From an optimization exercise on the open Yosys and OpenROAD flow, aimed at small area and a short achievable clock period; shortcuts taken in it are not production practice.
Only simulation tests tie the RTL to the original design; equivalence was not proved.

==> module riscv, before the edit <==
module riscv(
	input clk,
	input reset,
	output [31:0] iram_addr,
	input  [31:0] iram_data,
	output dram_read,
	output dram_write,
	output [31:0] dram_addr,
	output [31:0] dram_data_out,
	input  [31:0] dram_data_in
);
reg [31:0] pc;
reg [31:0] registers [1:31];
assign iram_addr = pc;
wire [31:0] instruction = iram_data;
wire [4:0] rd  = instruction[11:7];
wire [4:0] rs1 = instruction[19:15];
wire [4:0] rs2 = instruction[24:20];
wire is_load, is_store, is_branch, is_lui, is_rtype, is_itype, regwrite;
decoder decoder1(.instruction(instruction), .is_load(is_load), .is_store(is_store),
	.is_branch(is_branch), .is_lui(is_lui), .is_rtype(is_rtype), .is_itype(is_itype),
	.regwrite(regwrite));
wire [31:1] sel1, sel2;
wire [31:1] sel1b;
dec5 d1(.a(rs1), .en(1'b1), .y(sel1));
dec5 d1b(.a(rs1), .en(1'b1), .y(sel1b));
dec5 d2(.a(rs2), .en(instruction[5] | ~instruction[4]), .y(sel2));    
wire [31:0] immI = {20'd0, instruction[31:20]};
wire [31:0] rs1_val, rs2_val;
genvar g, k;
generate
	for (g = 0; g < 32; g = g + 1) begin : rd_bit
		wire [31:1] col;
		for (k = 1; k < 32; k = k + 1) begin : c
			assign col[k] = registers[k][g];
		end
		rf_bit p1(.sel(g < 16 ? sel1 : sel1b), .val(col), .e(1'b0), .v(1'b0), .q(rs1_val[g]));
		rf_bit p2(.sel(sel2), .val(col), .e(is_itype), .v(immI[g]), .q(rs2_val[g]));
	end
endgenerate
wire [11:0] imm12 = is_store ? {instruction[31:25], instruction[11:7]} : instruction[31:20];
wire [31:0] addr_sum;
add12z u_addr(.a(rs1_val), .b(imm12), .s(addr_sum));
wire [31:0] wdata;
wire eq;
alu alu1(.a(rs1_val), .d(rs2_val), .instruction(instruction), .is_rtype(is_rtype),
	.is_itype(is_itype), .is_load(is_load), .is_lui(is_lui),
	.din(dram_data_in), .wdata(wdata), .eq(eq));
assign dram_addr = addr_sum;
assign dram_data_out = rs2_val;
assign dram_write = is_store;
assign dram_read = is_load;
always @(posedge clk) begin
	if (regwrite && rd != 5'd0)
		registers[rd] <= wdata;
end
wire take = is_branch & eq;
wire [31:0] pc_nxt;
pc_next u_pcn(.pc(pc), .immb({instruction[31], instruction[7], instruction[30:25], instruction[11:8]}),
	.take(take), .nxt(pc_nxt));
always @(posedge clk) begin
	if (reset) pc <= 32'd0;
	else pc <= pc_nxt;
end
endmodule
Settings: LEC_CHECK=0, CAP_MARGIN=20, CORE_MARGIN=2, CORE_UTILIZATION=40, CTS_BUF_LIST=sky130_fd_sc_hd__clkbuf_8, CTS_CLUSTER_DIAMETER=90, CTS_CLUSTER_SIZE=14, SETUP_SLACK_MARGIN=4, SLEW_MARGIN=20, SYNTH_HIERARCHICAL=1; clock period 12.0 ns.
standard.sh (not shown) runs the stock make flow with config.mk's settings and CLKGATE_MAP_FILE= SYNTH_SCRIPT=/design/flow/synth_recipe.tcl, a recipe that flattens the netlist after the stock synthesis.
==> flow/flow/run.sh <==
#!/bin/bash
# The standard layout (the standard.sh, all ORFS steps), with one change:
# the port buffers that global placement inserts on every input and output are
# sky130_fd_sc_hd__buf_2 rather than the tool's default pick (a slow delay cell).
set -euo pipefail
export BUFFER_PORTS_ARGS="-buffer_cell sky130_fd_sc_hd__buf_2"
bash standard.sh > standard.log 2>&1
Then changed:
--- a/flow/design.v
+++ b/flow/design.v
@@ -926,12 +926,10 @@
 decoder decoder1(.instruction(instruction), .is_load(is_load), .is_store(is_store),
 	.is_branch(is_branch), .is_lui(is_lui), .is_rtype(is_rtype), .is_itype(is_itype),
 	.regwrite(regwrite));
 wire [31:1] sel1, sel2;
-wire [31:1] sel1b;
 dec5 d1(.a(rs1), .en(1'b1), .y(sel1));
-dec5 d1b(.a(rs1), .en(1'b1), .y(sel1b));
-dec5 d2(.a(rs2), .en(instruction[5] | ~instruction[4]), .y(sel2));    
+dec5 d2(.a(rs2), .en(~is_itype), .y(sel2));
 wire [31:0] immI = {20'd0, instruction[31:20]};
 wire [31:0] rs1_val, rs2_val;
 genvar g, k;
 generate
@@ -939,9 +937,9 @@
 		wire [31:1] col;
 		for (k = 1; k < 32; k = k + 1) begin : c
 			assign col[k] = registers[k][g];
 		end
-		rf_bit p1(.sel(g < 16 ? sel1 : sel1b), .val(col), .e(1'b0), .v(1'b0), .q(rs1_val[g]));
+		rf_bit p1(.sel(sel1), .val(col), .e(1'b0), .v(1'b0), .q(rs1_val[g]));
 		rf_bit p2(.sel(sel2), .val(col), .e(is_itype), .v(immI[g]), .q(rs2_val[g]));
 	end
 endgenerate
 wire [11:0] imm12 = is_store ? {instruction[31:25], instruction[11:7]} : instruction[31:20];
After rerunning: Final cell count increases by 0.63%; cell area increases by 2.1%; non-clock buffer count increases by 69; first-iteration DRC count increases by 4.2%; sequential share of layout area decreases by 1.1 points.

========
riscv, a different RTL version from the one above (not shown whole).
For scale: roughly 3300 cells after synthesis, ~1000 flip-flops, about 160 I/O pins, roughly 48000 sq um of cells after synthesis.
==> module riscv, before the edit <==
module riscv(
	input clk,
	input reset,
	output [31:0] iram_addr,
	input  [31:0] iram_data,
	output dram_read,
	output dram_write,
	output [31:0] dram_addr,
	output [31:0] dram_data_out,
	input  [31:0] dram_data_in
);
reg [31:0] pc;
reg [31:0] registers [1:31];
assign iram_addr = pc;
wire [31:0] instruction = iram_data;
wire [4:0] rd  = instruction[11:7];
wire [4:0] rs1 = instruction[19:15];
wire [4:0] rs2 = instruction[24:20];
wire is_load, is_store, is_branch, is_lui, is_rtype, is_itype, regwrite;
decoder decoder1(.instruction(instruction), .is_load(is_load), .is_store(is_store),
	.is_branch(is_branch), .is_lui(is_lui), .is_rtype(is_rtype), .is_itype(is_itype),
	.regwrite(regwrite));
wire [31:1] sel1, sel2;
wire [31:1] sel1b;
dec5 d1(.a(rs1), .en(1'b1), .y(sel1));
dec5 d1b(.a(rs1), .en(1'b1), .y(sel1b));
dec5 d2(.a(rs2), .en(~is_itype), .y(sel2));
wire [31:0] immI = {20'd0, instruction[31:20]};
wire [31:0] rs1_val, rs2_val;
genvar g, k;
generate
	for (g = 0; g < 32; g = g + 1) begin : rd_bit
		wire [31:1] col;
		for (k = 1; k < 32; k = k + 1) begin : c
			assign col[k] = registers[k][g];
		end
		rf_bit p1(.sel(g < 16 ? sel1 : sel1b), .val(col), .e(1'b0), .v(1'b0), .q(rs1_val[g]));
		rf_bit p2(.sel(sel2), .val(col), .e(is_itype), .v(immI[g]), .q(rs2_val[g]));
	end
endgenerate
wire [11:0] imm12 = is_store ? {instruction[31:25], instruction[11:7]} : instruction[31:20];
wire [31:0] addr_sum;
add12z u_addr(.a(rs1_val), .b(imm12), .s(addr_sum));
wire [31:0] wdata;
wire eq;
alu alu1(.a(rs1_val), .d(rs2_val), .instruction(instruction), .is_rtype(is_rtype),
	.is_itype(is_itype), .is_load(is_load), .is_lui(is_lui),
	.din(dram_data_in), .wdata(wdata), .eq(eq));
assign dram_addr = addr_sum;
assign dram_data_out = rs2_val;
assign dram_write = is_store;
assign dram_read = is_load;
always @(posedge clk) begin
	if (regwrite && rd != 5'd0)
		registers[rd] <= wdata;
end
wire take = is_branch & eq;
wire [31:0] pc_nxt;
pc_next u_pcn(.pc(pc), .immb({instruction[31], instruction[7], instruction[30:25], instruction[11:8]}),
	.take(take), .nxt(pc_nxt));
always @(posedge clk) begin
	if (reset) pc <= 32'd0;
	else pc <= pc_nxt;
end
endmodule
==> flow/config.mk <==
export PLATFORM = sky130hd
export DESIGN_NAME = riscv
export DESIGN_NICKNAME = riscv
export VERILOG_FILES = /design/flow/design.v
export SDC_FILE = /design/flow/constraint.sdc
export NUM_CORES = 4
export LEC_CHECK = 0
export CAP_MARGIN = 20
export CORE_MARGIN = 2
export CORE_UTILIZATION = 40
export CTS_BUF_LIST = sky130_fd_sc_hd__clkbuf_8
export CTS_CLUSTER_DIAMETER = 90
export CTS_CLUSTER_SIZE = 14
export SETUP_SLACK_MARGIN = 4
export SLEW_MARGIN = 20
export SYNTH_HIERARCHICAL = 1
==> flow/constraint.sdc <==
create_clock -name core_clock -period 12.0 [get_ports {clk}]
set_input_delay 2.4000 -clock core_clock [delete_from_list [all_inputs] [get_ports {clk}]]
set_output_delay 2.4000 -clock core_clock [all_outputs]
set_load 0.01 [all_outputs]
Scripts as last shown in full above: flow/flow/run.sh
Then changed:
--- a/flow/design.v
+++ b/flow/design.v
@@ -931,5 +931,7 @@
 dec5 d1(.a(rs1), .en(1'b1), .y(sel1));
 dec5 d1b(.a(rs1), .en(1'b1), .y(sel1b));
+wire [31:1] sel2b;
 dec5 d2(.a(rs2), .en(~is_itype), .y(sel2));
+dec5 d2b(.a(rs2), .en(~is_itype), .y(sel2b));
 wire [31:0] immI = {20'd0, instruction[31:20]};
 wire [31:0] rs1_val, rs2_val;
@@ -942,5 +944,5 @@
 		end
 		rf_bit p1(.sel(g < 16 ? sel1 : sel1b), .val(col), .e(1'b0), .v(1'b0), .q(rs1_val[g]));
-		rf_bit p2(.sel(sel2), .val(col), .e(is_itype), .v(immI[g]), .q(rs2_val[g]));
+		rf_bit p2(.sel(g < 16 ? sel2 : sel2b), .val(col), .e(is_itype), .v(immI[g]), .q(rs2_val[g]));
 	end
 endgenerate
Flip-flop and latch count stays the same.
Area after synthesis climbs by 0.48%.
Setup slack is worse by 0.033 ns.
Clock-buffer cell count fell by 2.
Critical path depth came out higher by 1.
Via count rises by 1.9%.
Non-clock buffer count goes up by 45.
Final area rises by 0.65%.

[what the ideal ports hide]
Ports are ideal in the flow. The routed layouts listed here were re-timed in OpenROAD. Step 1 assumes that a clkbuf_16 drives the clock port and a buf_2 every other input. Step 2 moves the port delays by t, midway between the first and last clock arrival at a register: inputs arrive t later, outputs are due t later. That takes back most of the time a late clock gives input paths. a / b / c = ideal / step 1 / step 2; a / b = the first two.
| run | shift t [ns] | setup slack, ns | worst setup path at the end |
|---|---|---|---|
| the first run of note 1 | 0.828 | 4.017 / 3.915 / 3.382 | input to register |
| the second run of note 1 | 0.819 | 3.919 / 3.781 / 3.294 | input to register |
| the first run of note 2 | 0.835 | 4.023 / 3.896 / 3.340 | input to register |
| the second run of note 2 | 0.804 | 3.990 / 3.782 / 3.352 | input to register |
After both steps setup and hold are still met in every run listed. For the first run of note 2, which loses most, drivers alone change the setup slack by -0.127 ns; drivers and shift together by -0.683 ns.
